Source: an optimization exercise on an open RTL-to-GDS flow (aim: small area and a short achievable clock period). Production flows keep margins and buffers that such runs may drop.
The RTL was checked by simulation tests, not by an equivalence proof against the original design.

--- design/flow/flow/run.sh ---
#!/bin/bash
# The standard layout (standard synthesis, floorplan, place, CTS, route) with two changes:
# repair_timing is asked for a larger setup slack than 0 (flow/setup_margin.txt) so that it
# keeps shortening the critical path, and the port buffers that every input and output gets
# are sky130_fd_sc_hd__buf_1 (flow/port_buffer.txt) instead of the delay cell buffer_ports
# picks by default; repair_timing then sizes the ones on critical paths.
# Make's full output goes to make_finish.log; each tool's own log is under orfs/logs/.
set -euo pipefail
MARGIN=$(cat flow/setup_margin.txt)
PBUF=$(cat flow/port_buffer.txt)
bash standard.sh SETUP_SLACK_MARGIN=$MARGIN "BUFFER_PORTS_ARGS=-buffer_cell $PBUF" finish > make_finish.log 2>&1
--- design/flow/flow/port_buffer.txt ---
sky130_fd_sc_hd__buf_1
--- design/flow/flow/setup_margin.txt ---
10
--- design/flow/standard.sh ---
#!/bin/bash
# synth_recipe.tcl (not shown) runs the flow's synth.tcl, then flattens the netlist and writes it again
# the make line also repeats each setting of config.mk as NAME=value (left out here)
make -C /OpenROAD-flow-scripts/flow DESIGN_CONFIG=/design/flow/config.mk WORK_HOME=/design/flow/orfs CLKGATE_MAP_FILE= SYNTH_SCRIPT=/design/flow/synth_recipe.tcl "${@:-finish}"
--- design/flow/config.mk ---
export PLATFORM = sky130hd
export DESIGN_NAME = MAC
export DESIGN_NICKNAME = MAC
export VERILOG_FILES = /design/flow/design.v
export SDC_FILE = /design/flow/constraint.sdc
export NUM_CORES = 4
export LEC_CHECK = 0
export CAP_MARGIN = 20
export CORE_MARGIN = 2
export CORE_UTILIZATION = 65
export SLEW_MARGIN = 20
export SYNTH_HIERARCHICAL = 1
export SYNTH_MINIMUM_KEEP_SIZE = 0
--- design/flow/constraint.sdc ---
create_clock -name core_clock -period 19.0 [get_ports {clk}]
set_input_delay 3.8000 -clock core_clock [delete_from_list [all_inputs] [get_ports {clk}]]
set_output_delay 3.8000 -clock core_clock [all_outputs]
set_load 0.01 [all_outputs]
--- design/flow/design.v ---
module FA(A,B,C,sum, carry);
	input A,B,C;
	output sum,carry;
	assign sum = A^B^C;
	assign carry = (A&B) | (B&C) | (C&A);
endmodule
module HA(A,B,sum, carry);
	input A,B;
	output sum,carry;
	assign sum = A^B;
	assign carry = A&B;
endmodule
module MAC(A,B,out,clk,reset);
	input [15:0] A,B;
	input clk,reset;
	output [35:0] out;
	reg [35:0] acc;
	wire [35:0] nxt;
	always @(posedge clk or posedge reset)
	begin
		if(reset)
			acc <= 36'd0;
		else
			acc <= nxt;
	end
	assign out = acc;
	wire [255:0] pp;
	genvar gi;
	generate for (gi = 0; gi < 16; gi = gi + 1) begin : ppg
		assign pp[16*gi+15:16*gi] = A & {16{B[gi]}};
	end endgenerate
	wire hs1;
	wire hc2;
	wire fs3;
	wire fc4;
	wire hs5;
	wire hc6;
	wire fs7;
	wire fc8;
	wire fs9;
	wire fc10;
	wire hs11;
	wire hc12;
	wire fs13;
	wire fc14;
	wire fs15;
	wire fc16;
	wire fs17;
	wire fc18;
	wire hs19;
	wire hc20;
	wire fs21;
	wire fc22;
	wire fs23;
	wire fc24;
	wire fs25;
	wire fc26;
	wire fs27;
	wire fc28;
	wire hs29;
	wire hc30;
	wire fs31;
	wire fc32;
	wire fs33;
	wire fc34;
	wire fs35;
	wire fc36;
	wire fs37;
	wire fc38;
	wire fs39;
	wire fc40;
	wire hs41;
	wire hc42;
	wire fs43;
	wire fc44;
	wire fs45;
	wire fc46;
	wire fs47;
	wire fc48;
	wire fs49;
	wire fc50;
	wire fs51;
	wire fc52;
	wire fs53;
	wire fc54;
	wire hs55;
	wire hc56;
	wire fs57;
	wire fc58;
	wire fs59;
	wire fc60;
	wire fs61;
	wire fc62;
	wire fs63;
	wire fc64;
	wire fs65;
	wire fc66;
	wire fs67;
	wire fc68;
	wire fs69;
	wire fc70;
	wire hs71;
	wire hc72;
	wire fs73;
	wire fc74;
	wire fs75;
	wire fc76;
	wire fs77;
	wire fc78;
	wire fs79;
	wire fc80;
	wire fs81;
	wire fc82;
	wire fs83;
	wire fc84;
	wire fs85;
	wire fc86;
	wire fs87;
	wire fc88;
	wire hs89;
	wire hc90;
	wire fs91;
	wire fc92;
	wire fs93;
	wire fc94;
	wire fs95;
	wire fc96;
	wire fs97;
	wire fc98;
	wire fs99;
	wire fc100;
	wire fs101;
	wire fc102;
	wire fs103;
	wire fc104;
	wire fs105;
	wire fc106;
	wire fs107;
	wire fc108;
	wire hs109;
	wire hc110;
	wire fs111;
	wire fc112;
	wire fs113;
	wire fc114;
	wire fs115;
	wire fc116;
	wire fs117;
	wire fc118;
	wire fs119;
	wire fc120;
	wire fs121;
	wire fc122;
	wire fs123;
	wire fc124;
	wire fs125;
	wire fc126;
	wire fs127;
	wire fc128;
	wire fs129;
	wire fc130;
	wire hs131;
	wire hc132;
	wire fs133;
	wire fc134;
	wire fs135;
	wire fc136;
	wire fs137;
	wire fc138;
	wire fs139;
	wire fc140;
	wire fs141;
	wire fc142;
	wire fs143;
	wire fc144;
	wire fs145;
	wire fc146;
	wire fs147;
	wire fc148;
	wire fs149;
	wire fc150;
	wire fs151;
	wire fc152;
	wire fs153;
	wire fc154;
	wire hs155;
	wire hc156;
	wire fs157;
	wire fc158;
	wire fs159;
	wire fc160;
	wire fs161;
	wire fc162;
	wire fs163;
	wire fc164;
	wire fs165;
	wire fc166;
	wire fs167;
	wire fc168;
	wire fs169;
	wire fc170;
	wire fs171;
	wire fc172;
	wire fs173;
	wire fc174;
	wire fs175;
	wire fc176;
	wire fs177;
	wire fc178;
	wire fs179;
	wire fc180;
	wire hs181;
	wire hc182;
	wire fs183;
	wire fc184;
	wire fs185;
	wire fc186;
	wire fs187;
	wire fc188;
	wire fs189;
	wire fc190;
	wire fs191;
	wire fc192;
	wire fs193;
	wire fc194;
	wire fs195;
	wire fc196;
	wire fs197;
	wire fc198;
	wire fs199;
	wire fc200;
	wire fs201;
	wire fc202;
	wire fs203;
	wire fc204;
	wire fs205;
	wire fc206;
	wire fs207;
	wire fc208;
	wire hs209;
	wire hc210;
	wire fs211;
	wire fc212;
	wire fs213;
	wire fc214;
	wire fs215;
	wire fc216;
	wire fs217;
	wire fc218;
	wire fs219;
	wire fc220;
	wire fs221;
	wire fc222;
	wire fs223;
	wire fc224;
	wire fs225;
	wire fc226;
	wire fs227;
	wire fc228;
	wire fs229;
	wire fc230;
	wire fs231;
	wire fc232;
	wire fs233;
	wire fc234;
	wire fs235;
	wire fc236;
	wire fs237;
	wire fc238;
	wire hs239;
	wire hc240;
	wire fs241;
	wire fc242;
	wire fs243;
	wire fc244;
	wire fs245;
	wire fc246;
	wire fs247;
	wire fc248;
	wire fs249;
	wire fc250;
	wire fs251;
	wire fc252;
	wire fs253;
	wire fc254;
	wire fs255;
	wire fc256;
	wire fs257;
	wire fc258;
	wire fs259;
	wire fc260;
	wire fs261;
	wire fc262;
	wire fs263;
	wire fc264;
	wire fs265;
	wire fc266;
	wire fs267;
	wire fc268;
	wire hs269;
	wire hc270;
	wire fs271;
	wire fc272;
	wire fs273;
	wire fc274;
	wire fs275;
	wire fc276;
	wire fs277;
	wire fc278;
	wire fs279;
	wire fc280;
	wire fs281;
	wire fc282;
	wire fs283;
	wire fc284;
	wire fs285;
	wire fc286;
	wire fs287;
	wire fc288;
	wire fs289;
	wire fc290;
	wire fs291;
	wire fc292;
	wire fs293;
	wire fc294;
	wire fs295;
	wire fc296;
	wire fs297;
	wire fc298;
	wire fs299;
	wire fc300;
	wire fs301;
	wire fc302;
	wire fs303;
	wire fc304;
	wire fs305;
	wire fc306;
	wire fs307;
	wire fc308;
	wire fs309;
	wire fc310;
	wire fs311;
	wire fc312;
	wire fs313;
	wire fc314;
	wire fs315;
	wire fc316;
	wire fs317;
	wire fc318;
	wire fs319;
	wire fc320;
	wire fs321;
	wire fc322;
	wire fs323;
	wire fc324;
	wire fs325;
	wire fc326;
	wire fs327;
	wire fc328;
	wire fs329;
	wire fc330;
	wire fs331;
	wire fc332;
	wire fs333;
	wire fc334;
	wire fs335;
	wire fc336;
	wire fs337;
	wire fc338;
	wire fs339;
	wire fc340;
	wire fs341;
	wire fc342;
	wire fs343;
	wire fc344;
	wire fs345;
	wire fc346;
	wire fs347;
	wire fc348;
	wire fs349;
	wire fc350;
	wire fs351;
	wire fc352;
	wire fs353;
	wire fc354;
	wire fs355;
	wire fc356;
	wire fs357;
	wire fc358;
	wire fs359;
	wire fc360;
	wire fs361;
	wire fc362;
	wire fs363;
	wire fc364;
	wire fs365;
	wire fc366;
	wire fs367;
	wire fc368;
	wire fs369;
	wire fc370;
	wire fs371;
	wire fc372;
	wire fs373;
	wire fc374;
	wire fs375;
	wire fc376;
	wire fs377;
	wire fc378;
	wire fs379;
	wire fc380;
	wire fs381;
	wire fc382;
	wire fs383;
	wire fc384;
	wire fs385;
	wire fc386;
	wire fs387;
	wire fc388;
	wire fs389;
	wire fc390;
	wire fs391;
	wire fc392;
	wire fs393;
	wire fc394;
	wire fs395;
	wire fc396;
	wire fs397;
	wire fc398;
	wire fs399;
	wire fc400;
	wire fs401;
	wire fc402;
	wire fs403;
	wire fc404;
	wire fs405;
	wire fc406;
	wire fs407;
	wire fc408;
	wire fs409;
	wire fc410;
	wire fs411;
	wire fc412;
	wire fs413;
	wire fc414;
	wire fs415;
	wire fc416;
	wire fs417;
	wire fc418;
	wire fs419;
	wire fc420;
	wire fs421;
	wire fc422;
	wire fs423;
	wire fc424;
	wire fs425;
	wire fc426;
	wire fs427;
	wire fc428;
	wire fs429;
	wire fc430;
	wire fs431;
	wire fc432;
	wire fs433;
	wire fc434;
	wire fs435;
	wire fc436;
	wire fs437;
	wire fc438;
	wire fs439;
	wire fc440;
	wire fs441;
	wire fc442;
	wire fs443;
	wire fc444;
	wire fs445;
	wire fc446;
	wire fs447;
	wire fc448;
	wire fs449;
	wire fc450;
	wire fs451;
	wire fc452;
	wire fs453;
	wire fc454;
	wire fs455;
	wire fc456;
	wire fs457;
	wire fc458;
	wire fs459;
	wire fc460;
	wire fs461;
	wire fc462;
	wire fs463;
	wire fc464;
	wire fs465;
	wire fc466;
	wire fs467;
	wire fc468;
	wire fs469;
	wire fc470;
	wire fs471;
	wire fc472;
	wire fs473;
	wire fc474;
	wire fs475;
	wire fc476;
	wire fs477;
	wire fc478;
	wire fs479;
	wire fc480;
	wire g0_0;
	wire p0_0;
	wire g0_1;
	wire p0_1;
	wire g0_2;
	wire p0_2;
	wire g0_3;
	wire p0_3;
	wire g0_4;
	wire p0_4;
	wire g0_5;
	wire p0_5;
	wire g0_6;
	wire p0_6;
	wire g0_7;
	wire p0_7;
	wire g0_8;
	wire p0_8;
	wire g0_9;
	wire p0_9;
	wire g0_10;
	wire p0_10;
	wire g0_11;
	wire p0_11;
	wire g0_12;
	wire p0_12;
	wire g0_13;
	wire p0_13;
	wire g0_14;
	wire p0_14;
	wire g0_15;
	wire p0_15;
	wire g0_16;
	wire p0_16;
	wire g0_17;
	wire p0_17;
	wire g0_18;
	wire p0_18;
	wire g0_19;
	wire p0_19;
	wire g0_20;
	wire p0_20;
	wire g0_21;
	wire p0_21;
	wire g0_22;
	wire p0_22;
	wire g0_23;
	wire p0_23;
	wire g0_24;
	wire p0_24;
	wire g0_25;
	wire p0_25;
	wire g0_26;
	wire p0_26;
	wire g0_27;
	wire p0_27;
	wire g0_28;
	wire p0_28;
	wire g0_29;
	wire p0_29;
	wire g0_30;
	wire p0_30;
	wire g0_31;
	wire p0_31;
	wire g0_32;
	wire p0_32;
	wire g0_33;
	wire p0_33;
	wire g0_34;
	wire p0_34;
	wire g0_35;
	wire p0_35;
	wire G481;
	wire P481;
	wire G482;
	wire P482;
	wire G483;
	wire P483;
	wire G484;
	wire P484;
	wire G485;
	wire P485;
	wire G486;
	wire P486;
	wire G487;
	wire P487;
	wire G488;
	wire P488;
	wire G489;
	wire P489;
	wire G490;
	wire P490;
	wire G491;
	wire P491;
	wire G492;
	wire P492;
	wire G493;
	wire P493;
	wire G494;
	wire P494;
	wire G495;
	wire P495;
	wire G496;
	wire P496;
	wire G497;
	wire P497;
	wire G498;
	wire P498;
	wire G499;
	wire P499;
	wire G500;
	wire P500;
	wire G501;
	wire P501;
	wire G502;
	wire P502;
	wire G503;
	wire P503;
	wire G504;
	wire P504;
	wire G505;
	wire P505;
	wire G506;
	wire P506;
	wire G507;
	wire P507;
	wire G508;
	wire P508;
	wire G509;
	wire P509;
	wire G510;
	wire P510;
	wire G511;
	wire P511;
	wire G512;
	wire P512;
	wire G513;
	wire P513;
	wire G514;
	wire P514;
	wire G515;
	wire P515;
	wire G516;
	wire P516;
	wire G517;
	wire P517;
	wire G518;
	wire P518;
	wire G519;
	wire P519;
	wire G520;
	wire P520;
	wire G521;
	wire P521;
	wire G522;
	wire P522;
	wire G523;
	wire P523;
	wire G524;
	wire P524;
	wire G525;
	wire P525;
	wire G526;
	wire P526;
	wire G527;
	wire P527;
	wire G528;
	wire P528;
	wire G529;
	wire P529;
	wire G530;
	wire P530;
	wire G531;
	wire P531;
	wire G532;
	wire P532;
	wire G533;
	wire P533;
	wire G534;
	wire P534;
	wire G535;
	wire P535;
	wire G536;
	wire P536;
	wire G537;
	wire P537;
	wire G538;
	wire P538;
	wire G539;
	wire P539;
	wire G540;
	wire P540;
	wire G541;
	wire P541;
	wire G542;
	wire P542;
	wire G543;
	wire P543;
	wire G544;
	wire P544;
	wire G545;
	wire P545;
	wire G546;
	wire P546;
	wire G547;
	wire P547;
	wire G548;
	wire P548;
	wire G549;
	wire P549;
	wire G550;
	wire P550;
	wire G551;
	wire P551;
	wire G552;
	wire P552;
	wire G553;
	wire P553;
	wire G554;
	wire P554;
	HA h2(acc[1], pp[1], hs1, hc2);
	FA f4(acc[2], pp[2], pp[17], fs3, fc4);
	HA h6(pp[32], hc2, hs5, hc6);
	FA f8(acc[3], pp[3], pp[18], fs7, fc8);
	FA f10(pp[33], pp[48], fc4, fs9, fc10);
	HA h12(hc6, fs7, hs11, hc12);
	FA f14(acc[4], pp[4], pp[19], fs13, fc14);
	FA f16(pp[34], pp[49], pp[64], fs15, fc16);
	FA f18(fc8, fs13, fs15, fs17, fc18);
	HA h20(hc12, fc10, hs19, hc20);
	FA f22(acc[5], pp[5], pp[20], fs21, fc22);
	FA f24(pp[35], pp[50], pp[65], fs23, fc24);
	FA f26(pp[80], fc14, fc16, fs25, fc26);
	FA f28(fs21, fs23, fc18, fs27, fc28);
	HA h30(fs25, hc20, hs29, hc30);
	FA f32(acc[6], pp[6], pp[21], fs31, fc32);
	FA f34(pp[36], pp[51], pp[66], fs33, fc34);
	FA f36(pp[81], pp[96], fc22, fs35, fc36);
	FA f38(fc24, fs31, fs33, fs37, fc38);
	FA f40(fc26, fs35, fs37, fs39, fc40);
	HA h42(hc30, fc28, hs41, hc42);
	FA f44(acc[7], pp[7], pp[22], fs43, fc44);
	FA f46(pp[37], pp[52], pp[67], fs45, fc46);
	FA f48(pp[82], pp[97], pp[112], fs47, fc48);
	FA f50(fc32, fc34, fs43, fs49, fc50);
	FA f52(fs45, fs47, fc36, fs51, fc52);
	FA f54(fc38, fs49, fs51, fs53, fc54);
	HA h56(fc40, hc42, hs55, hc56);
	FA f58(acc[8], pp[8], pp[23], fs57, fc58);
	FA f60(pp[38], pp[53], pp[68], fs59, fc60);
	FA f62(pp[83], pp[98], pp[113], fs61, fc62);
	FA f64(pp[128], fc44, fc46, fs63, fc64);
	FA f66(fc48, fs57, fs59, fs65, fc66);
	FA f68(fs61, fc50, fs63, fs67, fc68);
	FA f70(fs65, fc52, fs67, fs69, fc70);
	HA h72(fc54, hc56, hs71, hc72);
	FA f74(acc[9], pp[9], pp[24], fs73, fc74);
	FA f76(pp[39], pp[54], pp[69], fs75, fc76);
	FA f78(pp[84], pp[99], pp[114], fs77, fc78);
	FA f80(pp[129], pp[144], fc58, fs79, fc80);
	FA f82(fc60, fc62, fs73, fs81, fc82);
	FA f84(fs75, fs77, fc64, fs83, fc84);
	FA f86(fc66, fs79, fs81, fs85, fc86);
	FA f88(fc68, fs83, fs85, fs87, fc88);
	HA h90(fc70, hc72, hs89, hc90);
	FA f92(acc[10], pp[10], pp[25], fs91, fc92);
	FA f94(pp[40], pp[55], pp[70], fs93, fc94);
	FA f96(pp[85], pp[100], pp[115], fs95, fc96);
	FA f98(pp[130], pp[145], pp[160], fs97, fc98);
	FA f100(fc74, fc76, fc78, fs99, fc100);
	FA f102(fs91, fs93, fs95, fs101, fc102);
	FA f104(fs97, fc80, fc82, fs103, fc104);
	FA f106(fs99, fs101, fc84, fs105, fc106);
	FA f108(fc86, fs103, fs105, fs107, fc108);
	HA h110(fc88, hc90, hs109, hc110);
	FA f112(acc[11], pp[11], pp[26], fs111, fc112);
	FA f114(pp[41], pp[56], pp[71], fs113, fc114);
	FA f116(pp[86], pp[101], pp[116], fs115, fc116);
	FA f118(pp[131], pp[146], pp[161], fs117, fc118);
	FA f120(pp[176], fc92, fc94, fs119, fc120);
	FA f122(fc96, fc98, fs111, fs121, fc122);
	FA f124(fs113, fs115, fs117, fs123, fc124);
	FA f126(fc100, fc102, fs119, fs125, fc126);
	FA f128(fs121, fs123, fc104, fs127, fc128);
	FA f130(fs125, fc106, fs127, fs129, fc130);
	HA h132(fc108, fs129, hs131, hc132);
	FA f134(acc[12], pp[12], pp[27], fs133, fc134);
	FA f136(pp[42], pp[57], pp[72], fs135, fc136);
	FA f138(pp[87], pp[102], pp[117], fs137, fc138);
	FA f140(pp[132], pp[147], pp[162], fs139, fc140);
	FA f142(pp[177], pp[192], fc112, fs141, fc142);
	FA f144(fc114, fc116, fc118, fs143, fc144);
	FA f146(fs133, fs135, fs137, fs145, fc146);
	FA f148(fs139, fc120, fc122, fs147, fc148);
	FA f150(fc124, fs141, fs143, fs149, fc150);
	FA f152(fs145, fc126, fs147, fs151, fc152);
	FA f154(fs149, fc128, fs151, fs153, fc154);
	HA h156(fc130, fs153, hs155, hc156);
	FA f158(acc[13], pp[13], pp[28], fs157, fc158);
	FA f160(pp[43], pp[58], pp[73], fs159, fc160);
	FA f162(pp[88], pp[103], pp[118], fs161, fc162);
	FA f164(pp[133], pp[148], pp[163], fs163, fc164);
	FA f166(pp[178], pp[193], pp[208], fs165, fc166);
	FA f168(fc134, fc136, fc138, fs167, fc168);
	FA f170(fc140, fs157, fs159, fs169, fc170);
	FA f172(fs161, fs163, fs165, fs171, fc172);
	FA f174(fc142, fc144, fc146, fs173, fc174);
	FA f176(fs167, fs169, fs171, fs175, fc176);
	FA f178(fc148, fc150, fs173, fs177, fc178);
	FA f180(fs175, fc152, fs177, fs179, fc180);
	HA h182(fc154, fs179, hs181, hc182);
	FA f184(acc[14], pp[14], pp[29], fs183, fc184);
	FA f186(pp[44], pp[59], pp[74], fs185, fc186);
	FA f188(pp[89], pp[104], pp[119], fs187, fc188);
	FA f190(pp[134], pp[149], pp[164], fs189, fc190);
	FA f192(pp[179], pp[194], pp[209], fs191, fc192);
	FA f194(pp[224], fc158, fc160, fs193, fc194);
	FA f196(fc162, fc164, fc166, fs195, fc196);
	FA f198(fs183, fs185, fs187, fs197, fc198);
	FA f200(fs189, fs191, fc168, fs199, fc200);
	FA f202(fc170, fc172, fs193, fs201, fc202);
	FA f204(fs195, fs197, fc174, fs203, fc204);
	FA f206(fs199, fc176, fs201, fs205, fc206);
	FA f208(fc178, fs203, fs205, fs207, fc208);
	HA h210(fc180, fs207, hs209, hc210);
	FA f212(acc[15], pp[15], pp[30], fs211, fc212);
	FA f214(pp[45], pp[60], pp[75], fs213, fc214);
	FA f216(pp[90], pp[105], pp[120], fs215, fc216);
	FA f218(pp[135], pp[150], pp[165], fs217, fc218);
	FA f220(pp[180], pp[195], pp[210], fs219, fc220);
	FA f222(pp[225], pp[240], fc184, fs221, fc222);
	FA f224(fc186, fc188, fc190, fs223, fc224);
	FA f226(fc192, fs211, fs213, fs225, fc226);
	FA f228(fs215, fs217, fs219, fs227, fc228);
	FA f230(fc194, fc196, fc198, fs229, fc230);
	FA f232(fs221, fs223, fs225, fs231, fc232);
	FA f234(fs227, fc200, fc202, fs233, fc234);
	FA f236(fs229, fs231, fc204, fs235, fc236);
	FA f238(fc206, fs233, fs235, fs237, fc238);
	HA h240(fc208, hc210, hs239, hc240);
	FA f242(acc[16], pp[31], pp[46], fs241, fc242);
	FA f244(pp[61], pp[76], pp[91], fs243, fc244);
	FA f246(pp[106], pp[121], pp[136], fs245, fc246);
	FA f248(pp[151], pp[166], pp[181], fs247, fc248);
	FA f250(pp[196], pp[211], pp[226], fs249, fc250);
	FA f252(pp[241], fc212, fc214, fs251, fc252);
	FA f254(fc216, fc218, fc220, fs253, fc254);
	FA f256(fs241, fs243, fs245, fs255, fc256);
	FA f258(fs247, fs249, fc222, fs257, fc258);
	FA f260(fc224, fc226, fc228, fs259, fc260);
	FA f262(fs251, fs253, fs255, fs261, fc262);
	FA f264(fc230, fs257, fc232, fs263, fc264);
	FA f266(fs259, fs261, fc234, fs265, fc266);
	FA f268(fs263, fc236, fs265, fs267, fc268);
	HA h270(fc238, fs267, hs269, hc270);
	FA f272(acc[17], pp[47], pp[62], fs271, fc272);
	FA f274(pp[77], pp[92], pp[107], fs273, fc274);
	FA f276(pp[122], pp[137], pp[152], fs275, fc276);
	FA f278(pp[167], pp[182], pp[197], fs277, fc278);
	FA f280(pp[212], pp[227], pp[242], fs279, fc280);
	FA f282(fc242, fc244, fc246, fs281, fc282);
	FA f284(fc248, fc250, fs271, fs283, fc284);
	FA f286(fs273, fs275, fs277, fs285, fc286);
	FA f288(fs279, fc252, fc254, fs287, fc288);
	FA f290(fc256, fs281, fs283, fs289, fc290);
	FA f292(fs285, fc258, fc260, fs291, fc292);
	FA f294(fs287, fc262, fs289, fs293, fc294);
	FA f296(fc264, fs291, fs293, fs295, fc296);
	FA f298(fc266, fs295, fc268, fs297, fc298);
	FA f300(acc[18], pp[63], pp[78], fs299, fc300);
	FA f302(pp[93], pp[108], pp[123], fs301, fc302);
	FA f304(pp[138], pp[153], pp[168], fs303, fc304);
	FA f306(pp[183], pp[198], pp[213], fs305, fc306);
	FA f308(pp[228], pp[243], fc272, fs307, fc308);
	FA f310(fc274, fc276, fc278, fs309, fc310);
	FA f312(fc280, fs299, fs301, fs311, fc312);
	FA f314(fs303, fs305, fc282, fs313, fc314);
	FA f316(fc284, fc286, fs307, fs315, fc316);
	FA f318(fs309, fs311, fc288, fs317, fc318);
	FA f320(fs313, fc290, fs315, fs319, fc320);
	FA f322(fc292, fs317, fc294, fs321, fc322);
	FA f324(fs319, fc296, fs321, fs323, fc324);
	FA f326(acc[19], pp[79], pp[94], fs325, fc326);
	FA f328(pp[109], pp[124], pp[139], fs327, fc328);
	FA f330(pp[154], pp[169], pp[184], fs329, fc330);
	FA f332(pp[199], pp[214], pp[229], fs331, fc332);
	FA f334(pp[244], fc300, fc302, fs333, fc334);
	FA f336(fc304, fc306, fs325, fs335, fc336);
	FA f338(fs327, fs329, fs331, fs337, fc338);
	FA f340(fc308, fc310, fc312, fs339, fc340);
	FA f342(fs333, fs335, fs337, fs341, fc342);
	FA f344(fc314, fc316, fs339, fs343, fc344);
	FA f346(fs341, fc318, fc320, fs345, fc346);
	FA f348(fs343, fc322, fs345, fs347, fc348);
	FA f350(acc[20], pp[95], pp[110], fs349, fc350);
	FA f352(pp[125], pp[140], pp[155], fs351, fc352);
	FA f354(pp[170], pp[185], pp[200], fs353, fc354);
	FA f356(pp[215], pp[230], pp[245], fs355, fc356);
	FA f358(fc326, fc328, fc330, fs357, fc358);
	FA f360(fc332, fs349, fs351, fs359, fc360);
	FA f362(fs353, fs355, fc334, fs361, fc362);
	FA f364(fc336, fc338, fs357, fs363, fc364);
	FA f366(fs359, fc340, fs361, fs365, fc366);
	FA f368(fc342, fs363, fc344, fs367, fc368);
	FA f370(fs365, fc346, fs367, fs369, fc370);
	FA f372(acc[21], pp[111], pp[126], fs371, fc372);
	FA f374(pp[141], pp[156], pp[171], fs373, fc374);
	FA f376(pp[186], pp[201], pp[216], fs375, fc376);
	FA f378(pp[231], pp[246], fc350, fs377, fc378);
	FA f380(fc352, fc354, fc356, fs379, fc380);
	FA f382(fs371, fs373, fs375, fs381, fc382);
	FA f384(fc358, fc360, fs377, fs383, fc384);
	FA f386(fs379, fs381, fc362, fs385, fc386);
	FA f388(fc364, fs383, fc366, fs387, fc388);
	FA f390(fs385, fc368, fs387, fs389, fc390);
	FA f392(acc[22], pp[127], pp[142], fs391, fc392);
	FA f394(pp[157], pp[172], pp[187], fs393, fc394);
	FA f396(pp[202], pp[217], pp[232], fs395, fc396);
	FA f398(pp[247], fc372, fc374, fs397, fc398);
	FA f400(fc376, fs391, fs393, fs399, fc400);
	FA f402(fs395, fc378, fc380, fs401, fc402);
	FA f404(fc382, fs397, fs399, fs403, fc404);
	FA f406(fc384, fs401, fs403, fs405, fc406);
	FA f408(fc386, fs405, fc388, fs407, fc408);
	FA f410(acc[23], pp[143], pp[158], fs409, fc410);
	FA f412(pp[173], pp[188], pp[203], fs411, fc412);
	FA f414(pp[218], pp[233], pp[248], fs413, fc414);
	FA f416(fc392, fc394, fc396, fs415, fc416);
	FA f418(fs409, fs411, fs413, fs417, fc418);
	FA f420(fc398, fc400, fs415, fs419, fc420);
	FA f422(fs417, fc402, fc404, fs421, fc422);
	FA f424(fs419, fc406, fs421, fs423, fc424);
	FA f426(acc[24], pp[159], pp[174], fs425, fc426);
	FA f428(pp[189], pp[204], pp[219], fs427, fc428);
	FA f430(pp[234], pp[249], fc410, fs429, fc430);
	FA f432(fc412, fc414, fs425, fs431, fc432);
	FA f434(fs427, fc416, fc418, fs433, fc434);
	FA f436(fs429, fs431, fc420, fs435, fc436);
	FA f438(fs433, fc422, fs435, fs437, fc438);
	FA f440(acc[25], pp[175], pp[190], fs439, fc440);
	FA f442(pp[205], pp[220], pp[235], fs441, fc442);
	FA f444(pp[250], fc426, fc428, fs443, fc444);
	FA f446(fs439, fs441, fc430, fs445, fc446);
	FA f448(fc432, fs443, fc434, fs447, fc448);
	FA f450(fs445, fc436, fs447, fs449, fc450);
	FA f452(acc[26], pp[191], pp[206], fs451, fc452);
	FA f454(pp[221], pp[236], pp[251], fs453, fc454);
	FA f456(fc440, fc442, fs451, fs455, fc456);
	FA f458(fs453, fc444, fs455, fs457, fc458);
	FA f460(fc446, fs457, fc448, fs459, fc460);
	FA f462(acc[27], pp[207], pp[222], fs461, fc462);
	FA f464(pp[237], pp[252], fc452, fs463, fc464);
	FA f466(fc454, fs461, fc456, fs465, fc466);
	FA f468(fs463, fc458, fs465, fs467, fc468);
	FA f470(acc[28], pp[223], pp[238], fs469, fc470);
	FA f472(pp[253], fc462, fs469, fs471, fc472);
	FA f474(fc464, fs471, fc466, fs473, fc474);
	FA f476(acc[29], pp[239], pp[254], fs475, fc476);
	FA f478(fc470, fs475, fc472, fs477, fc478);
	FA f480(acc[30], pp[255], fc476, fs479, fc480);
	wire [35:0] r0, r1;
	assign r0[0] = acc[0];
	assign r1[0] = pp[0];
	assign r0[1] = pp[16];
	assign r1[1] = hs1;
	assign r0[2] = fs3;
	assign r1[2] = hs5;
	assign r0[3] = hs11;
	assign r1[3] = fs9;
	assign r0[4] = fs17;
	assign r1[4] = hs19;
	assign r0[5] = hs29;
	assign r1[5] = fs27;
	assign r0[6] = fs39;
	assign r1[6] = hs41;
	assign r0[7] = fs53;
	assign r1[7] = hs55;
	assign r0[8] = fs69;
	assign r1[8] = hs71;
	assign r0[9] = fs87;
	assign r1[9] = hs89;
	assign r0[10] = fs107;
	assign r1[10] = hs109;
	assign r0[11] = hc110;
	assign r1[11] = hs131;
	assign r0[12] = hc132;
	assign r1[12] = hs155;
	assign r0[13] = hc156;
	assign r1[13] = hs181;
	assign r0[14] = hc182;
	assign r1[14] = hs209;
	assign r0[15] = fs237;
	assign r1[15] = hs239;
	assign r0[16] = hc240;
	assign r1[16] = hs269;
	assign r0[17] = hc270;
	assign r1[17] = fs297;
	assign r0[18] = fs323;
	assign r1[18] = fc298;
	assign r0[19] = fc324;
	assign r1[19] = fs347;
	assign r0[20] = fc348;
	assign r1[20] = fs369;
	assign r0[21] = fc370;
	assign r1[21] = fs389;
	assign r0[22] = fc390;
	assign r1[22] = fs407;
	assign r0[23] = fs423;
	assign r1[23] = fc408;
	assign r0[24] = fc424;
	assign r1[24] = fs437;
	assign r0[25] = fc438;
	assign r1[25] = fs449;
	assign r0[26] = fc450;
	assign r1[26] = fs459;
	assign r0[27] = fs467;
	assign r1[27] = fc460;
	assign r0[28] = fc468;
	assign r1[28] = fs473;
	assign r0[29] = fs477;
	assign r1[29] = fc474;
	assign r0[30] = fs479;
	assign r1[30] = fc478;
	assign r0[31] = acc[31];
	assign r1[31] = fc480;
	assign r0[32] = acc[32];
	assign r1[32] = 1'b0;
	assign r0[33] = acc[33];
	assign r1[33] = 1'b0;
	assign r0[34] = acc[34];
	assign r1[34] = 1'b0;
	assign r0[35] = acc[35];
	assign r1[35] = 1'b0;
	assign g0_0 = r0[0] & r1[0];
	assign p0_0 = r0[0] ^ r1[0];
	assign g0_1 = r0[1] & r1[1];
	assign p0_1 = r0[1] ^ r1[1];
	assign g0_2 = r0[2] & r1[2];
	assign p0_2 = r0[2] ^ r1[2];
	assign g0_3 = r0[3] & r1[3];
	assign p0_3 = r0[3] ^ r1[3];
	assign g0_4 = r0[4] & r1[4];
	assign p0_4 = r0[4] ^ r1[4];
	assign g0_5 = r0[5] & r1[5];
	assign p0_5 = r0[5] ^ r1[5];
	assign g0_6 = r0[6] & r1[6];
	assign p0_6 = r0[6] ^ r1[6];
	assign g0_7 = r0[7] & r1[7];
	assign p0_7 = r0[7] ^ r1[7];
	assign g0_8 = r0[8] & r1[8];
	assign p0_8 = r0[8] ^ r1[8];
	assign g0_9 = r0[9] & r1[9];
	assign p0_9 = r0[9] ^ r1[9];
	assign g0_10 = r0[10] & r1[10];
	assign p0_10 = r0[10] ^ r1[10];
	assign g0_11 = r0[11] & r1[11];
	assign p0_11 = r0[11] ^ r1[11];
	assign g0_12 = r0[12] & r1[12];
	assign p0_12 = r0[12] ^ r1[12];
	assign g0_13 = r0[13] & r1[13];
	assign p0_13 = r0[13] ^ r1[13];
	assign g0_14 = r0[14] & r1[14];
	assign p0_14 = r0[14] ^ r1[14];
	assign g0_15 = r0[15] & r1[15];
	assign p0_15 = r0[15] ^ r1[15];
	assign g0_16 = r0[16] & r1[16];
	assign p0_16 = r0[16] ^ r1[16];
	assign g0_17 = r0[17] & r1[17];
	assign p0_17 = r0[17] ^ r1[17];
	assign g0_18 = r0[18] & r1[18];
	assign p0_18 = r0[18] ^ r1[18];
	assign g0_19 = r0[19] & r1[19];
	assign p0_19 = r0[19] ^ r1[19];
	assign g0_20 = r0[20] & r1[20];
	assign p0_20 = r0[20] ^ r1[20];
	assign g0_21 = r0[21] & r1[21];
	assign p0_21 = r0[21] ^ r1[21];
	assign g0_22 = r0[22] & r1[22];
	assign p0_22 = r0[22] ^ r1[22];
	assign g0_23 = r0[23] & r1[23];
	assign p0_23 = r0[23] ^ r1[23];
	assign g0_24 = r0[24] & r1[24];
	assign p0_24 = r0[24] ^ r1[24];
	assign g0_25 = r0[25] & r1[25];
	assign p0_25 = r0[25] ^ r1[25];
	assign g0_26 = r0[26] & r1[26];
	assign p0_26 = r0[26] ^ r1[26];
	assign g0_27 = r0[27] & r1[27];
	assign p0_27 = r0[27] ^ r1[27];
	assign g0_28 = r0[28] & r1[28];
	assign p0_28 = r0[28] ^ r1[28];
	assign g0_29 = r0[29] & r1[29];
	assign p0_29 = r0[29] ^ r1[29];
	assign g0_30 = r0[30] & r1[30];
	assign p0_30 = r0[30] ^ r1[30];
	assign g0_31 = r0[31] & r1[31];
	assign p0_31 = r0[31] ^ r1[31];
	assign g0_32 = r0[32] & r1[32];
	assign p0_32 = r0[32] ^ r1[32];
	assign g0_33 = r0[33] & r1[33];
	assign p0_33 = r0[33] ^ r1[33];
	assign g0_34 = r0[34] & r1[34];
	assign p0_34 = r0[34] ^ r1[34];
	assign g0_35 = r0[35] & r1[35];
	assign p0_35 = r0[35] ^ r1[35];
	assign G481 = g0_1 | (p0_1 & g0_0);
	assign P481 = p0_1 & p0_0;
	assign G482 = g0_2 | (p0_2 & G481);
	assign P482 = p0_2 & P481;
	assign G483 = g0_3 | (p0_3 & G482);
	assign P483 = p0_3 & P482;
	assign G484 = g0_4 | (p0_4 & G483);
	assign P484 = p0_4 & P483;
	assign G485 = g0_5 | (p0_5 & G484);
	assign P485 = p0_5 & P484;
	assign G486 = g0_6 | (p0_6 & G485);
	assign P486 = p0_6 & P485;
	assign G487 = g0_7 | (p0_7 & G486);
	assign P487 = p0_7 & P486;
	assign G488 = g0_8 | (p0_8 & G487);
	assign P488 = p0_8 & P487;
	assign G489 = g0_10 | (p0_10 & g0_9);
	assign P489 = p0_10 & p0_9;
	assign G490 = g0_12 | (p0_12 & g0_11);
	assign P490 = p0_12 & p0_11;
	assign G491 = g0_14 | (p0_14 & g0_13);
	assign P491 = p0_14 & p0_13;
	assign G492 = g0_16 | (p0_16 & g0_15);
	assign P492 = p0_16 & p0_15;
	assign G493 = g0_18 | (p0_18 & g0_17);
	assign P493 = p0_18 & p0_17;
	assign G494 = g0_20 | (p0_20 & g0_19);
	assign P494 = p0_20 & p0_19;
	assign G495 = g0_22 | (p0_22 & g0_21);
	assign P495 = p0_22 & p0_21;
	assign G496 = g0_24 | (p0_24 & g0_23);
	assign P496 = p0_24 & p0_23;
	assign G497 = g0_26 | (p0_26 & g0_25);
	assign P497 = p0_26 & p0_25;
	assign G498 = g0_28 | (p0_28 & g0_27);
	assign P498 = p0_28 & p0_27;
	assign G499 = g0_30 | (p0_30 & g0_29);
	assign P499 = p0_30 & p0_29;
	assign G500 = g0_32 | (p0_32 & g0_31);
	assign P500 = p0_32 & p0_31;
	assign G501 = g0_34 | (p0_34 & g0_33);
	assign P501 = p0_34 & p0_33;
	assign G502 = g0_9 | (p0_9 & G488);
	assign P502 = p0_9 & P488;
	assign G503 = G489 | (P489 & G488);
	assign P503 = P489 & P488;
	assign G504 = g0_13 | (p0_13 & G490);
	assign P504 = p0_13 & P490;
	assign G505 = G491 | (P491 & G490);
	assign P505 = P491 & P490;
	assign G506 = g0_17 | (p0_17 & G492);
	assign P506 = p0_17 & P492;
	assign G507 = G493 | (P493 & G492);
	assign P507 = P493 & P492;
	assign G508 = g0_21 | (p0_21 & G494);
	assign P508 = p0_21 & P494;
	assign G509 = G495 | (P495 & G494);
	assign P509 = P495 & P494;
	assign G510 = g0_25 | (p0_25 & G496);
	assign P510 = p0_25 & P496;
	assign G511 = G497 | (P497 & G496);
	assign P511 = P497 & P496;
	assign G512 = g0_29 | (p0_29 & G498);
	assign P512 = p0_29 & P498;
	assign G513 = G499 | (P499 & G498);
	assign P513 = P499 & P498;
	assign G514 = g0_33 | (p0_33 & G500);
	assign P514 = p0_33 & P500;
	assign G515 = G501 | (P501 & G500);
	assign P515 = P501 & P500;
	assign G516 = g0_11 | (p0_11 & G503);
	assign P516 = p0_11 & P503;
	assign G517 = G490 | (P490 & G503);
	assign P517 = P490 & P503;
	assign G518 = G504 | (P504 & G503);
	assign P518 = P504 & P503;
	assign G519 = G505 | (P505 & G503);
	assign P519 = P505 & P503;
	assign G520 = g0_19 | (p0_19 & G507);
	assign P520 = p0_19 & P507;
	assign G521 = G494 | (P494 & G507);
	assign P521 = P494 & P507;
	assign G522 = G508 | (P508 & G507);
	assign P522 = P508 & P507;
	assign G523 = G509 | (P509 & G507);
	assign P523 = P509 & P507;
	assign G524 = g0_27 | (p0_27 & G511);
	assign P524 = p0_27 & P511;
	assign G525 = G498 | (P498 & G511);
	assign P525 = P498 & P511;
	assign G526 = G512 | (P512 & G511);
	assign P526 = P512 & P511;
	assign G527 = G513 | (P513 & G511);
	assign P527 = P513 & P511;
	assign G528 = g0_35 | (p0_35 & G515);
	assign P528 = p0_35 & P515;
	assign G529 = g0_15 | (p0_15 & G519);
	assign P529 = p0_15 & P519;
	assign G530 = G492 | (P492 & G519);
	assign P530 = P492 & P519;
	assign G531 = G506 | (P506 & G519);
	assign P531 = P506 & P519;
	assign G532 = G507 | (P507 & G519);
	assign P532 = P507 & P519;
	assign G533 = G520 | (P520 & G519);
	assign P533 = P520 & P519;
	assign G534 = G521 | (P521 & G519);
	assign P534 = P521 & P519;
	assign G535 = G522 | (P522 & G519);
	assign P535 = P522 & P519;
	assign G536 = G523 | (P523 & G519);
	assign P536 = P523 & P519;
	assign G537 = g0_31 | (p0_31 & G527);
	assign P537 = p0_31 & P527;
	assign G538 = G500 | (P500 & G527);
	assign P538 = P500 & P527;
	assign G539 = G514 | (P514 & G527);
	assign P539 = P514 & P527;
	assign G540 = G515 | (P515 & G527);
	assign P540 = P515 & P527;
	assign G541 = G528 | (P528 & G527);
	assign P541 = P528 & P527;
	assign G542 = g0_23 | (p0_23 & G536);
	assign P542 = p0_23 & P536;
	assign G543 = G496 | (P496 & G536);
	assign P543 = P496 & P536;
	assign G544 = G510 | (P510 & G536);
	assign P544 = P510 & P536;
	assign G545 = G511 | (P511 & G536);
	assign P545 = P511 & P536;
	assign G546 = G524 | (P524 & G536);
	assign P546 = P524 & P536;
	assign G547 = G525 | (P525 & G536);
	assign P547 = P525 & P536;
	assign G548 = G526 | (P526 & G536);
	assign P548 = P526 & P536;
	assign G549 = G527 | (P527 & G536);
	assign P549 = P527 & P536;
	assign G550 = G537 | (P537 & G536);
	assign P550 = P537 & P536;
	assign G551 = G538 | (P538 & G536);
	assign P551 = P538 & P536;
	assign G552 = G539 | (P539 & G536);
	assign P552 = P539 & P536;
	assign G553 = G540 | (P540 & G536);
	assign P553 = P540 & P536;
	assign G554 = G541 | (P541 & G536);
	assign P554 = P541 & P536;
	assign nxt[0] = p0_0;
	assign nxt[1] = p0_1 ^ g0_0;
	assign nxt[2] = p0_2 ^ G481;
	assign nxt[3] = p0_3 ^ G482;
	assign nxt[4] = p0_4 ^ G483;
	assign nxt[5] = p0_5 ^ G484;
	assign nxt[6] = p0_6 ^ G485;
	assign nxt[7] = p0_7 ^ G486;
	assign nxt[8] = p0_8 ^ G487;
	assign nxt[9] = p0_9 ^ G488;
	assign nxt[10] = p0_10 ^ G502;
	assign nxt[11] = p0_11 ^ G503;
	assign nxt[12] = p0_12 ^ G516;
	assign nxt[13] = p0_13 ^ G517;
	assign nxt[14] = p0_14 ^ G518;
	assign nxt[15] = p0_15 ^ G519;
	assign nxt[16] = p0_16 ^ G529;
	assign nxt[17] = p0_17 ^ G530;
	assign nxt[18] = p0_18 ^ G531;
	assign nxt[19] = p0_19 ^ G532;
	assign nxt[20] = p0_20 ^ G533;
	assign nxt[21] = p0_21 ^ G534;
	assign nxt[22] = p0_22 ^ G535;
	assign nxt[23] = p0_23 ^ G536;
	assign nxt[24] = p0_24 ^ G542;
	assign nxt[25] = p0_25 ^ G543;
	assign nxt[26] = p0_26 ^ G544;
	assign nxt[27] = p0_27 ^ G545;
	assign nxt[28] = p0_28 ^ G546;
	assign nxt[29] = p0_29 ^ G547;
	assign nxt[30] = p0_30 ^ G548;
	assign nxt[31] = p0_31 ^ G549;
	assign nxt[32] = p0_32 ^ G550;
	assign nxt[33] = p0_33 ^ G551;
	assign nxt[34] = p0_34 ^ G552;
	assign nxt[35] = p0_35 ^ G553;
endmodule
==> summary.txt, run 1 <==
Drt
  • DR vias: between 5,000 and 6,000
  • Iter 0 DRT Violations: 361
  • Routed Antenna Nets: 0
  • Drt total wl: ~22 mm
  • Met2 Routed Length: about 11 mm
  • Met3 WL: ~1.5 mm
  • WL per Instance: 23.3 um
  • DRC viols: 0
  • Average via count per standard cell: just under 6
  • TritonRoute pass-1 iters: 5
  • Wl on met1: 8.38 mm
  • Top Layer Used: met4

Status
  • Outcome: no timing/DRC/antenna violations

STA
  • Hold Vio Cnt, Final: 0
  • Worst clock skew: between 0.009 and 0.01 ns
  • Fin crit share: 0.464
  • Setup violators final: 0
  • Tightest Pin Transition: 0.833 ns
  • Max-slew violations: 0
  • Relative slew slack: 0.445
  • Hold_ws: 0.473 ns
  • Fmax: between 0.1 and 0.15 GHz
  • Setup TNS: 0 ns
  • Minimum clock period: 8.81 ns
  • RSZ-0062 raised after global routing: no

Clock network
  • CTS H-tree depth: 2
  • # clock sinks: 36
  • Setup Fix Bufs, Post-CTS: 0
  • Clock latency on the worst-skew pair: approximately 0.30 ns
  • CTS tree: yes
  • CTS buffer count: 5
  • Hold Buf Count CTS: 0
  • Clock Pin Slew Worst Setup and Hold Paths: around 0.060 ns
  • Clock Path Buffers: 2
  • Clk root buf: clkbuf_16

Yosys
  • Commonest register cell after synthesis: dfrtp_1
  • Mean Syn Cell Area: about 12 sq um
  • Cell Area, Synth: around 8600 sq um
  • Syn nets: slightly above 1,000
  • Ys async rst share: 1.00
  • #FFs+latches synth: 36
  • Yosys cell types: 37
  • Synth warn: 7
  • Synthesized instance count: 726
  • Post-synth EDFFs: 0
  • Sequential cell area fraction in the yosys report: 0.104

Critical path
  • Crit Path Max Fanout: 16
  • Slowest-stage cell, CP: fa_1
  • Critical path buffers and inverters: 2
  • Worst Path Arrival: between 9 and 10 ns
  • CP Launch Type: input pin
  • Crit path max-delay family: adder cells
  • R2r setup slk: around 14 ns
  • CP Class: input pin to flop
  • Crit path cell chain: buf_1, and2_1, fa_1, fa_1, fa_1, fa_1, fa_1, fa_1, ha_1, and4_1, o21ai_1, a21o_1, a21boi_2, nor2_1, fa_1, inv_1
  • Crit path top cell by count: fa_1
  • Slowest stage delay, CP: around 0.57 ns
  • Worst EP required: approximately 19 ns
  • Crit end category: flop

Die
  • Placeable Area: about 13,000 sq um
  • Initial Util: 0.660
  • Die width: about 120 um
  • Row count: 42
  • Die area: approximately 14,000 sq um
  • Ports: 70
  • Die Y: roughly 120 um

Cells and area
  • FF/Latch Area: 901 sq um
  • Cell Count, Final, Fillers Out: around 940
  • Max reg flops: 36
  • # diodes: 0
  • Area of the multi-input gates: around 7500 sq um
  • Layout cell share with drive strength beyond 1: 0.0651
  • Largest registers: acc: 36 flops
  • Most flops, register: acc
  • Nets: approximately 1,100
  • Final core occ: 0.703
  • Filler cells: just under 1,000
  • Layout area overhead: 6.59%

GRT
  • Antenna violations before repair: 0
  • GRT overflow: 0
  • Vias in the first global route: ~6,600
  • GR Util All Layers: 0.350
  • First-pass GRT wire length: around 37 mm
  • Largest net degree at the start of global routing: 37

Place
  • Gpl congestion: 0.881
  • Detailed placement HPWL: around 17 mm
  • Inst Count DP: approximately 940
  • I/O Buffers: between 60 and 70

Run
  • Max_cap viols: 0

Hold path
  • Hold WC Path Type: flop to flop
==> layout by cell type (no fill, tap or decap), types with 2 or more instances in the layout <==
| cell | instances |
|---|---|
| and2_1 | 255 |
| fa_1 | 236 |
| ha_1 | 40 |
| buf_1 | 39 |
| dfrtp_1 | 36 |
| buf_2 | 23 |
| inv_1 | 22 |
| nand2_1 | 14 |
| a21oi_1 | 13 |
| xnor2_1 | 12 |
| nor2_1 | 10 |
| xor2_1 | 10 |
| o21ai_1 | 7 |
| clkbuf_4 | 6 |
| clkbuf_16 | 5 |
| o21a_1 | 3 |
| a21o_1 | 3 |
| nand3_1 | 3 |
| nor2b_1 | 2 |
| and4_1 | 2 |
| nor3_1 | 2 |
| o211ai_1 | 2 |
| o21ai_2 | 2 |
==> path summary, 6_finish.rpt <==
check | startpoint | endpoint | depth (start not counted)
min | acc[35] | acc[35] | 1
min in group asynchronous | reset | acc[32] | 3
max reg2reg | acc[13] | acc[23] | 15
min reg2reg | acc[35] | acc[35] | 1
max | B[14] | acc[23] | 16
max in group asynchronous | reset | acc[20] | 3
==> modules after synthesis, one instance, submodules excluded <==
module  cell area (sq um)  times used  cells inside
MAC                  3950           1           486
FA                   20.0         224             1
HA                   12.5          16             1
==> logic make-up after synthesis <==
logic type,share of synthesized area
adder cells (fa/ha/maj),0.605
AO/OA/AOI/OAI,0.0354
buffers and inverters,0.0269
XOR/XNOR,0.0223
flip-flops,0.104
AND/OR/NAND/NOR,0.206
==> area by class of cell <==
type	instances	share of cell area
multi-input cells	632	0.816
flip-flops and latches	36	0.0979
repair buffers	70	0.0347
well taps	176	0.0239
clock buffers	5	0.0136
inverters	22	0.00897
clock inverters	3	0.00462
==> metrics by stage <==
| stage | instance area, sq um | setup slack, ns |
|---|---|---|
| 3_3_place_gp | 8970 | 9.56 |
| 4_1_cts | 9180 | 10.06 |
| 2_1_floorplan | 8640 | 10.29 |
| 6_report | 9210 | 10.19 |
| 5_1_grt | 9210 | 10.03 |
| 3_5_place_dp | 8970 | 9.47 |
==> what timing repair did <==
item,CTS,global route
resized for setup,32,9
pin swaps,0,0
cloned,0,0
setup endpoints to repair,14,16
==> cell usage after synthesis (all sizes together), types with 3 or more instances <==
cell type / count / share of area
xor2: 10 / 0.010
nand3: 3 / 0.0017
o21a: 3 / 0.0026
nor2: 10 / 0.0043
and2: 255 / 0.18
a21oi: 14 / 0.0085
a21o: 3 / 0.0026
dfrtp: 36 / 0.10
nand2: 14 / 0.0061
buf: 4 / 0.0035
o21ai: 10 / 0.0067
and4: 3 / 0.0033
fa: 236 / 0.55
clkbuf: 32 / 0.014
inv: 22 / 0.0096
xnor2: 12 / 0.012
ha: 40 / 0.058
==> per-layer routing <==
metal	track usage	vias to the layer above
met5	0	-
met2	0.598	238
met4	0.103	0
met3	0.0584	47
met1	0.467	2995
li1	-	2328
==> run 2: changes to the inputs <==
==> design/flow/flow/setup_margin.txt (replaced) <==
9
==> run 2 against run 1 <==
  * Still clean on timing, DRC and antenna
  * Via count shrank 0.29%
  * Non-clock buffer count is the same
  * Critical path depth grew 1
  * Clock-buffer cell count is the same
  * Register-to-register slack lost 0.09 ns
  * Worst hold slack gained 0.00073 ns
  * Synthesized area is the same
  * Routed wire length is essentially flat
  * Die area is the same
  * Critical endpoint unchanged
  * Largest cell class unchanged
  * Highest routed layer unchanged
==> summary.txt, run 2 <==
Drt
  • Drt total wl: 22.0 mm (about the same)
  • DRC viols: 0 (unchanged)
  • DR vias: 5,592 (was 5,608)
  • WL per Instance: 23.3 um (about the same)
  • Routed Antenna Nets: 0 (unchanged)
  • Average via count per standard cell: 5.92 (was 5.94)
  • Iter 0 DRT Violations: 395 (was 361)
  • TritonRoute pass-1 iters: 4 (was 5)

Yosys
  • Syn nets: 1,036 (unchanged)
  • Largest family of logic cells by synthesized area: adder cells (unchanged)
  • Adder-cell area share of the yosys netlist: 0.605 (unchanged)
  • Post-synth EDFFs: 0 (unchanged)
  • Ys async rst share: 1.00 (unchanged)
  • Mean Syn Cell Area: 11.9 sq um (unchanged)
  • Sequential cell area fraction in the yosys report: 0.104 (unchanged)
  • Multiplexer share of the synthesized area: 0 (unchanged)
  • Synthesized instance count: 726 (unchanged)
  • Cell Area, Synth: 8640 sq um (unchanged)
  • Top post-synthesis cells by count: and2_1, fa_1, ha_1 (unchanged)
  • Synth area leaders: fa_1, and2_1, dfrtp_1 (unchanged)
  • Post-Synth XOR/XNOR Area: 0.0223 (unchanged)
  • #FFs+latches synth: 36 (unchanged)
  • Simple-gate share of the synthesized area: 0.206 (unchanged)
  • Yosys cell types: 37 (unchanged)
  • Top-area cell type share of the netlist area: 0.547 (unchanged)
  • Synth warn: 7 (unchanged)
  • Synth Area in Compound Gates: 0.0354 (unchanged)
  • Commonest register cell after synthesis: dfrtp_1 (unchanged)
  • Area leader, netlist: fa_1 (unchanged)
  • Most common cell in the netlist: and2_1 (unchanged)

Cells and area
  • Filler cells: 985 (was 975)
  • # diodes: 0 (unchanged)
  • Most flops, register: acc (unchanged)
  • Max reg flops: 36 (unchanged)
  • Commonest non-fill, non-tap cell in the layout: and2_1 (unchanged)
  • Nets: 1,077 (unchanged)
  • Largest registers: acc: 36 flops (unchanged)
  • Layout area overhead: 5.84% (was 6.59%)
  • Area of the multi-input gates: 7500 sq um (was 7510 sq um)
  • Commonest non-fill, non-tap cells in the layout: and2_1, fa_1, buf_1 (was and2_1, fa_1, ha_1)
  • Layout cell share with drive strength beyond 1: 0.0247 (was 0.0651)
  • FF/Latch Area: 901 sq um (unchanged)

GRT
  • Antenna violations before repair: 0 (unchanged)
  • Met3 usage: 0.0584 (unchanged)
  • GRT overflow: 0 (unchanged)
  • Largest net degree at the start of global routing: 37 (unchanged)
  • First-pass GRT wire length: 36.6 mm (about the same)
  • GR peak layer: met2 (unchanged)
  • Vias in the first global route: 6,641 (was 6,647)
  • Met2 Use GR: 0.598 (about the same)
  • Met1 Use GR: 0.467 (unchanged)
  • GR Util All Layers: 0.350 (about the same)

Die
  • Row count: 42 (unchanged)
  • Die area: 14,200 sq um (unchanged)
  • Ports: 70 (unchanged)
  • Die width: 119 um (unchanged)
  • Die Y: 119 um (unchanged)
  • Initial Util: 0.660 (unchanged)
  • Placeable Area: 13,100 sq um (unchanged)

Status
  • Outcome: no timing/DRC/antenna violations (unchanged)

STA
  • Minimum clock period: 9.25 ns (was 8.81 ns)
  • Fin crit share: 0.487 (was 0.464)
  • Tightest Pin Transition: 0.963 ns (was 0.833 ns)
  • Hold Vio Cnt, Final: 0 (unchanged)
  • Fmax: 0.108 GHz (was 0.113 GHz)
  • Setup TNS: 0 ns (unchanged)
  • RSZ-0062 raised after global routing: no (unchanged)
  • Relative slew slack: 0.358 (was 0.445)
  • Hold_ws: 0.473 ns (about the same)
  • Worst clock skew: 0.00918 ns (was 0.00912 ns)
  • Max-slew violations: 0 (unchanged)
  • Setup violators final: 0 (unchanged)

Critical path
  • Slowest-stage cell, CP: buf_1 (was fa_1)
  • Worst EP required: 19.19 ns (about the same)
  • RR Startpoint: acc[2] (was acc[13])
  • Critical path buffers and inverters: 2 (unchanged)
  • Crit path top cell by count: fa_1 (unchanged)
  • Crit. Startpoint: B[8] (was B[14])
  • R2r setup slk: 13.64 ns (was 13.73 ns)
  • Crit path cell chain: buf_1, and2_1, fa_1, fa_1, fa_1, fa_1, fa_1, fa_1, fa_1, ha_1, and4_1, o21ai_1, a21o_1, a21boi_1, nor2_1, fa_1, inv_1 (was buf_1, and2_1, fa_1, fa_1, fa_1, fa_1, fa_1, fa_1, ha_1, and4_1, o21ai_1, a21o_1, a21boi_2, nor2_1, fa_1, inv_1)
  • CP Class: input pin to flop (unchanged)
  • Crit Path Max Fanout: 16 (unchanged)
  • Worst R2R Path Depth: 16 (was 15)
  • CP Launch Type: input pin (unchanged)
  • Slowest stage delay, CP: 0.69 ns (was 0.57 ns)
  • RR Endpoint: acc[15] (was acc[23])
  • Crit end category: flop (unchanged)
  • Crit path max-delay family: adder cells (unchanged)
  • Worst Path Arrival: 9.44 ns (was 9.01 ns)

Place
  • Gpl congestion: 0.881 (unchanged)
  • I/O Buffers: 69 (unchanged)
  • Detailed placement HPWL: 17.1 mm (unchanged)

Clock network
  • Clk root buf: clkbuf_16 (unchanged)
  • CTS H-tree depth: 2 (unchanged)
  • CTS tree: yes (unchanged)
  • Setup Fix Bufs, Post-CTS: 0 (unchanged)
  • Clock Pin Slew Worst Setup and Hold Paths: 0.06 ns (about the same)
  • # clock sinks: 36 (unchanged)
  • CTS buffer count: 5 (unchanged)
  • Hold Buf Count CTS: 0 (unchanged)
  • Cts repair resizes: 0 (was 32)
  • Clock Path Buffers: 2 (unchanged)
  • Clock latency on the worst-skew pair: 0.30 ns (about the same)

Hold path
  • Hold Crit Depth: 1 (unchanged)
  • Hold WC Path Type: flop to flop (unchanged)
  • Hold path start: acc[35] (unchanged)
  • Hold endpoint: acc[35] (unchanged)

Run
  • Max_cap viols: 0 (unchanged)
-- run 2: worst register-to-register path: stages, from the launching register on --
cell and delay [ns]:
dfrtp_1 0.42, fa_1 0.45, fa_1 0.47, fa_1 0.45
fa_1 0.40, fa_1 0.41, fa_1 0.40, fa_1 0.36
inv_1 0.08, fa_1 0.25, nor2b_1 0.09, o31ai_2 0.41
nand2_1 0.21, a21o_1 0.24, a21oi_1 0.17, fa_1 0.43
inv_1 0.06
-- run 2: metrics by stage --
step                      cell area [sq um]  setup slack (ns)  utilization  std cells
final                                  9140              9.75        0.699        944
after global routing                   9140              9.54        0.699        944
after CTS                              9140              9.78        0.699        944
after detailed placement               8970              9.47        0.686        936
after global placement                 8970              9.56        0.686        936
after floorplan                        8640             10.29            -        726
-- run 2: logic make-up (layout without fill, tap and decap cells) --
| family | after synthesis | after routing |
|---|---|---|
| buffers and inverters | 58 | 100 |
| adder cells (fa/ha/maj) | 276 | 276 |
| XOR/XNOR | 22 | 22 |
| flip-flops | 36 | 36 |
| AND/OR/NAND/NOR | 292 | 292 |
| AO/OA/AOI/OAI | 42 | 42 |
-- run 2: worst max path at each step --
stage | end | slack [ns] | cells after the start
floorplan | acc[24] | 10.29 | 17
global placement | acc[24] | 9.56 | 17
detailed placement | acc[23] | 9.47 | 17
CTS | acc[23] | 9.78 | 17
global route | acc[15] | 9.54 | 21
finish | acc[23] | 9.75 | 17
-- run 2: final cells by class --
class,count,area share
tap,176,0.0241
inverter,22,0.00903
clock inverter,3,0.00465
sequential,36,0.0986
clock buffer,5,0.0137
timing repair buffer,70,0.0292
multi-input combinational,632,0.821
-- run 2: Yosys stat by module (local to each module, per instance) --
module,flops+latches,times used
MAC,36,1
FA,0,224
HA,0,16
-- run 2: layer usage --
layer,part of all wire,vias up
li1,-,2322
met1,0.38,2969
met2,0.52,257
met3,0.073,44
met4,0.031,0
met5,0,-
==> run 3: changes to the inputs <==
==> design/flow/flow/setup_margin.txt (replaced) <==
11
==> run 3 against run 2 <==
  * Die area is the same
  * Maximum frequency grew 9.8%
  * Flip-flop and latch count is the same
  * Critical path depth shrank 1
  * Final cell count grew 3.1%
  * Clock-buffer cell count grew 1
  * Synthesized area is the same
==> summary.txt, run 3 <==
Hold path
  • Hold endpoint: acc[35] (unchanged)
  • Hold Crit Depth: 1 (unchanged)
  • Hold WC Path Type: flop to flop (unchanged)
  • Hold path start: acc[35] (unchanged)

Yosys
  • Syn nets: 1,036 (unchanged)
  • Cell Area, Synth: 8640 sq um (unchanged)
  • Area leader, netlist: fa_1 (unchanged)
  • Adder-cell area share of the yosys netlist: 0.605 (unchanged)
  • Yosys cell types: 37 (unchanged)
  • Multiplexer share of the synthesized area: 0 (unchanged)
  • Post-synth EDFFs: 0 (unchanged)
  • Largest family of logic cells by synthesized area: adder cells (unchanged)
  • Synth Area in Compound Gates: 0.0354 (unchanged)
  • #FFs+latches synth: 36 (unchanged)
  • Synth area leaders: fa_1, and2_1, dfrtp_1 (unchanged)
  • Synthesized instance count: 726 (unchanged)
  • Post-Synth XOR/XNOR Area: 0.0223 (unchanged)
  • Top post-synthesis cells by count: and2_1, fa_1, ha_1 (unchanged)
  • Synth warn: 7 (unchanged)
  • Commonest register cell after synthesis: dfrtp_1 (unchanged)
  • Simple-gate share of the synthesized area: 0.206 (unchanged)
  • Top-area cell type share of the netlist area: 0.547 (unchanged)
  • Mean Syn Cell Area: 11.9 sq um (unchanged)
  • Ys async rst share: 1.00 (unchanged)
  • Most common cell in the netlist: and2_1 (unchanged)
  • Sequential cell area fraction in the yosys report: 0.104 (unchanged)

Clock network
  • CTS tree: yes (unchanged)
  • Clock Path Buffers: 2 (unchanged)
  • CTS buffer count: 5 (unchanged)
  • Hold Buf Count CTS: 0 (unchanged)
  • CTS H-tree depth: 2 (unchanged)
  • Clk root buf: clkbuf_16 (unchanged)
  • # clock sinks: 36 (unchanged)
  • Clock latency on the worst-skew pair: 0.31 ns (was 0.30 ns)
  • Clock Pin Slew Worst Setup and Hold Paths: 0.06 ns (about the same)

Cells and area
  • Largest registers: acc: 36 flops (unchanged)
  • Commonest non-fill, non-tap cell in the layout: and2_1 (unchanged)
  • Max reg flops: 36 (unchanged)
  • Layout cell share with drive strength beyond 1: 0.221 (was 0.0247)
  • Cell Count, Final, Fillers Out: 973 (was 944)
  • Commonest non-fill, non-tap cells in the layout: and2_1, fa_1, fa_2 (was and2_1, fa_1, buf_1)
  • # diodes: 0 (unchanged)
  • Nets: 1,106 (was 1,077)
  • Layout area overhead: 17.9% (was 5.84%)
  • Most flops, register: acc (unchanged)

Drt
  • DRC viols: 0 (unchanged)
  • Routed Antenna Nets: 0 (unchanged)
  • WL per Instance: 25.3 um (was 23.3 um)
  • Iter 0 DRT Violations: 447 (was 395)
  • Average via count per standard cell: 6.13 (was 5.92)
  • DR vias: 5,966 (was 5,592)
  • Drt total wl: 24.7 mm (was 22.0 mm)
  • TritonRoute pass-1 iters: 4 (unchanged)

Place
  • Gpl congestion: 0.917 (was 0.881)
  • Inst Count DP: 936 (unchanged)
  • I/O Buffers: 69 (unchanged)
  • Detailed placement HPWL: 17.2 mm (was 17.1 mm)

Critical path
  • Worst R2R Path Depth: 14 (was 16)
  • Crit Path Max Fanout: 16 (unchanged)
  • RR Startpoint: acc[17] (was acc[2])
  • RR Endpoint: acc[23] (was acc[15])
  • Worst EP required: 19.19 ns (about the same)
  • Crit. Startpoint: B[1] (was B[8])
  • CP Launch Type: input pin (unchanged)
  • CP Class: input pin to flop (unchanged)
  • R2r setup slk: 13.85 ns (was 13.64 ns)
  • Worst Path Arrival: 8.61 ns (was 9.44 ns)
  • Crit end category: flop (unchanged)

STA
  • Relative slew slack: 0.638 (was 0.358)
  • Setup TNS: 0 ns (unchanged)
  • Minimum clock period: 8.42 ns (was 9.25 ns)
  • Setup violators final: 0 (unchanged)
  • Fin crit share: 0.443 (was 0.487)
  • Worst clock skew: 0.0184 ns (was 0.00918 ns)
  • Fmax: 0.119 GHz (was 0.108 GHz)
  • Tightest Pin Transition: 0.542 ns (was 0.963 ns)
  • Max-slew violations: 0 (unchanged)
  • Hold_ws: 0.480 ns (was 0.473 ns)
  • RSZ-0062 raised after global routing: yes (was no)
  • Hold Vio Cnt, Final: 0 (unchanged)

Die
  • Initial Util: 0.660 (unchanged)
  • Ports: 70 (unchanged)
  • Row count: 42 (unchanged)
  • Placeable Area: 13,100 sq um (unchanged)
  • Die area: 14,200 sq um (unchanged)
  • Die Y: 119 um (unchanged)
  • Die width: 119 um (unchanged)

Status
  • Outcome: no timing/DRC/antenna violations (unchanged)

GRT
  • GR peak layer: met2 (unchanged)
  • Vias in the first global route: 7,119 (was 6,641)
  • GR Util All Layers: 0.373 (was 0.350)
  • GRT overflow: 0 (unchanged)
  • Antenna violations before repair: 0 (unchanged)
  • Met1 Use GR: 0.468 (was 0.467)
  • Met2 Use GR: 0.619 (was 0.598)
  • Largest net degree at the start of global routing: 37 (unchanged)
  • First-pass GRT wire length: 38.8 mm (was 36.6 mm)
  • Met3 usage: 0.0876 (was 0.0584)

Run
  • Max_cap viols: 0 (unchanged)
run 3: cell counts after synthesis:
Identical to the previous run, type by type.
run 3: area by class of cell:
cell class / count / area (sq um)
Inverter: 22 / 82.6
Clock buffer: 6 / 139
Multi-Input combinational cell: 632 / 7920
Tap cell: 176 / 220
Sequential cell: 36 / 901
Fill cell: 837 / 2900
Clock inverter: 2 / 15.0
Timing Repair Buffer: 99 / 910
run 3: per-stage QoR:
stage / area, sq um / utilization / worst slack, ns
after global routing: 10200 / 0.778 / 10.45
after detailed placement: 9070 / 0.693 / 9.60
after global placement: 9070 / 0.693 / 9.67
final: 10200 / 0.778 / 10.58
after floorplan: 8760 / - / 10.47
after CTS: 9930 / 0.759 / 10.62
run 3: worst max path at each step:
stage	cells after the start	end
6_report	16	acc[23]
5_1_grt	16	acc[24]
4_1_cts	17	acc[24]
3_5_place_dp	18	acc[15]
3_3_place_gp	18	acc[15]
2_1_floorplan	17	acc[24]
run 3: Yosys stat by module (local to each module, per instance):
| module | cell area, sq um | flops+latches | copies in the design | cells inside |
|---|---|---|---|---|
| MAC | 3950 | 36 | 1 | 486 |
| FA | 20.0 | 0 | 224 | 1 |
| HA | 12.5 | 0 | 16 | 1 |
run 3: what timing repair did:
item	in CTS	in global routing
pin swaps	30	13
setup buffers	17	8
cloned	1	3
setup endpoints to repair	25	22
resized for setup	175	22
run 3: worst max-delay path: stages:
cell and delay, ns:
buf_6 0.18, and2_4 0.19, fa_1 0.44, fa_2 0.41, fa_1 0.56, fa_1 0.44, fa_2 0.56, fa_1 0.46
ha_4 0.30, and4_1 0.20, o21ai_2 0.07, a21o_4 0.22, a21boi_4 0.15, nor2_2 0.06, fa_1 0.50, inv_1 0.04
run 3: layer usage:
layer | part of all wire | up-vias
met2 | 0.51 | 342
li1 | - | 2379
met5 | 0 | -
met4 | 0.053 | 0
met1 | 0.36 | 3150
met3 | 0.083 | 95
run 3: cells by family (layout without fill, tap and decap cells):
group	count (synthesis)	after routing
AND/OR/NAND/NOR	292	292
adder cells (fa/ha/maj)	276	276
buffers and inverters	58	129
AO/OA/AOI/OAI	42	42
flip-flops	36	36
XOR/XNOR	22	22

-- re-timing with driven ports --
How much do the figures lean on ideal ports? The routed layouts below were timed once more, with nothing changed but the port constraints. Step 1 sets driving cells, clkbuf_16 on the clock port and buf_2 on the other inputs (assumed; they add their load-dependent delay and slew). Step 2 adds t to the input delays and takes it off the output delays; t is the mean of the earliest and latest rising clock arrival at the registers after step 1. Input paths then give back, and output paths get back, about the clock's delay inside the block. a / b / c = ideal / step 1 / step 2; a / b = the first two.
run	t (ns)	setup WS [ns]	latest minus earliest clock arrival (ns)	worst slew at a driven data input, ns	cell pins on the clock port's net
run 1	0.339	10.188 / 10.195 / 9.857	0.009 / 0.009	0.05	1
run 2	0.341	9.753 / 9.767 / 9.426	0.009 / 0.009	0.05	1
run 3	0.342	10.580 / 10.548 / 10.206	0.019 / 0.018	0.13	1
After both steps every run listed still meets setup and hold. For run 3, which loses most, drivers alone change the setup slack by -0.032 ns; drivers and shift together by -0.374 ns.
